Source: an optimization exercise on an open RTL-to-GDS flow (aim: a short achievable clock period and few clock cycles). Production flows keep margins and buffers that such runs may drop. The RTL was checked by simulation tests, not by an equivalence proof against the original design. Power is estimated from default activity; no workload was simulated.

// mcpu
module mcpu(input clk, Reset,
            output wire [31:0] imem_addr,
            input  wire [31:0] imem_rdata,
            output wire [31:0] dmem_addr,
            output wire [31:0] dmem_wdata,
            output wire        dmem_we,
            output wire        dmem_re,
            input  wire [31:0] dmem_rdata);
    reg  [31:0] pcF;
    reg         vD;
    reg  [31:0] irD, aD0, aD1, bD0, bD1, wbP;
    reg         hWA, hWB;    
    reg         aluD, lwD, swD, beqD, jD, sameD, wrD;
    reg  [4:0]  dD;
    reg         hAE, hAM, hAW, hBE, hBM, hBW;    
    reg         ldmD;                             
    reg         xSub, xAnd, xOr, xNor, xSlt, xAdd;
    reg         vE, wrE, ldE, stE, jE, beqE, sameE;
    reg  [4:0]  dE;
    reg  [31:0] aE, bE, immE, btgtE;
    reg         opAdd, opSub, opAnd, opOr, opNor, opSlt;
    reg         vM, wrM, ldM;
    reg  [4:0]  dM;
    reg  [31:0] exM, addrM, wdM;
    reg         weM, reM;
    reg         vW, wrW;
    reg  [4:0]  dW;
    reg  [31:0] wbW;
    reg  [31:0] weW;         
    reg         fixup;
    reg  [31:0] fix_btgt, fix_jtgt;
    assign imem_addr  = pcF;
    assign dmem_addr  = addrM;
    assign dmem_wdata = wdM;
    assign dmem_we    = weM;
    assign dmem_re    = reM;
    wire [1023:0] Rflat;
    genvar g;
    generate
        for (g = 0; g < 32; g = g + 1) begin : rf
            reg [31:0] r;
            always @(posedge clk) begin
                if (weW[g])
                    r <= wbW;
            end
            assign Rflat[32*g +: 32] = r;
        end
    endgenerate
    wire [4:0]  rsF = imem_rdata[25:21];
    wire [4:0]  rtF = imem_rdata[20:16];
    wire [31:0] rdA0F = Rflat[32*{1'b0, rsF[3:0]} +: 32];
  ...
==> flow/config.mk <==
export PLATFORM = sky130hd
export DESIGN_NAME = mcpu
export DESIGN_NICKNAME = mcpu
export VERILOG_FILES = /design/flow/design.v
export SDC_FILE = /design/flow/constraint.sdc
export NUM_CORES = 4
export LEC_CHECK = 0
export ABC_CLOCK_PERIOD_IN_PS = 2500
export CAP_MARGIN = 20
export CORE_MARGIN = 2
export CORE_UTILIZATION = 55
export CTS_CLUSTER_DIAMETER = 120
export CTS_CLUSTER_SIZE = 20
export PLACE_DENSITY = 0.7
export SETUP_SLACK_MARGIN = 4.4
export SLEW_MARGIN = 20
export SYNTH_HIERARCHICAL = 1
export SYNTH_MINIMUM_KEEP_SIZE = 0
==> flow/constraint.sdc <==
create_clock -name core_clock -period 7.0 [get_ports {clk}]
set_input_delay 1.4000 -clock core_clock [delete_from_list [all_inputs] [get_ports {clk}]]
set_output_delay 1.4000 -clock core_clock [all_outputs]
set_load 0.01 [all_outputs]
run.sh (not shown) runs the stock make flow with config.mk's settings and CLKGATE_MAP_FILE= SYNTH_SCRIPT=/design/flow/synth_recipe.tcl, a recipe that flattens the netlist after the stock synthesis.
The baseline went through all stages and came out clean.
Testbench counts at the start, summed over its fixed seeds: cycles 14,741.
Then changed:
--- a/flow/config.mk
+++ b/flow/config.mk
@@ -11,4 +11,2 @@
-export CORE_UTILIZATION = 55
-export CTS_CLUSTER_DIAMETER = 120
-export CTS_CLUSTER_SIZE = 20
-export PLACE_DENSITY = 0.7
+export CORE_UTILIZATION = 65
+export PLACE_DENSITY = 0.8
What happened: The new run produced a clean layout. Sequential power barely changes. Power rose by 14%. Wire length rose by 2.1%. Die area fell by 15%. Critical path depth fell by 1. Worst setup slack is worse by 0.14 ns.

* * *

mcpu again, from the RTL that the note above started with.
clock: 7.0 ns
lec_check: 0
abc_clock_period_in_ps: 2500
cap_margin: 20
core_margin: 2
core_utilization: 55
place_density: 0.7
setup_slack_margin: 4.4
slew_margin: 20
synth_hierarchical: 1
synth_minimum_keep_size: 0
Testbench counts at the start, summed over its fixed seeds: cycles 14,741.
Then changed:
--- a/flow/config.mk
+++ b/flow/config.mk
@@ -12,3 +12,3 @@
 export PLACE_DENSITY = 0.7
-export SETUP_SLACK_MARGIN = 4.4
+export SETUP_SLACK_MARGIN = 4.8
 export SLEW_MARGIN = 20
What happened: Clock skew is about the same. Synthesized area stays the same. Utilization grows by 4.8 points. Routed wire length grows by 9.3%.
Then changed:
--- a/flow/config.mk
+++ b/flow/config.mk
@@ -10,5 +10,5 @@
 export CORE_MARGIN = 2
-export CORE_UTILIZATION = 55
-export PLACE_DENSITY = 0.7
-export SETUP_SLACK_MARGIN = 4.8
+export CORE_UTILIZATION = 40
+export PLACE_DENSITY = 0.6
+export SETUP_SLACK_MARGIN = 4.4
 export SLEW_MARGIN = 20
Effect: The changed run finished with timing, DRC and antenna clean. Non-clock buffer count goes down by 203. Worst setup slack loses 0.014 ns. Sequential power is about the same. Register-to-register slack gets worse by 0.03 ns.

==> afterwards: timing with drivers on the ports <==
How much do the figures lean on ideal ports? The routed layouts below were timed once more, with nothing changed but the port constraints.
Step 1, drivers: a clkbuf_16 drives clk and a buf_2 each remaining input, both assumed.
Step 2 also shifts input and output timing later by t, the mid clock arrival at the registers, as if the neighbouring blocks saw the same clock.
a / b / c = ideal ports / drivers / drivers and shift; a / b = the first two.
run	t (ns)	slack for setup (ns)	hold slack, ns	worst setup path after step 2	cell pins on the clock port's net
the first run of note 1	0.824	4.302 / 4.277 / 3.498	0.349 / 0.349 / 0.349	input to register	1
the second run of note 1	0.881	4.159 / 4.177 / 3.297	0.339 / 0.339 / 0.339	input to register	1
the first run of note 2	0.889	4.305 / 4.228 / 3.492	0.345 / 0.345 / 0.345	input to register	1
the second run of note 2	0.907	4.279 / 4.187 / 3.728	0.341 / 0.341 / 0.341	input to register	1
the third run of note 2	0.927	4.264 / 4.164 / 3.429	0.352 / 0.352 / 0.352	input to register	1
After both steps setup and hold are still met in every run listed. For the second run of note 1, which loses most, drivers alone change the setup slack by +0.018 ns; drivers and shift together by -0.862 ns.
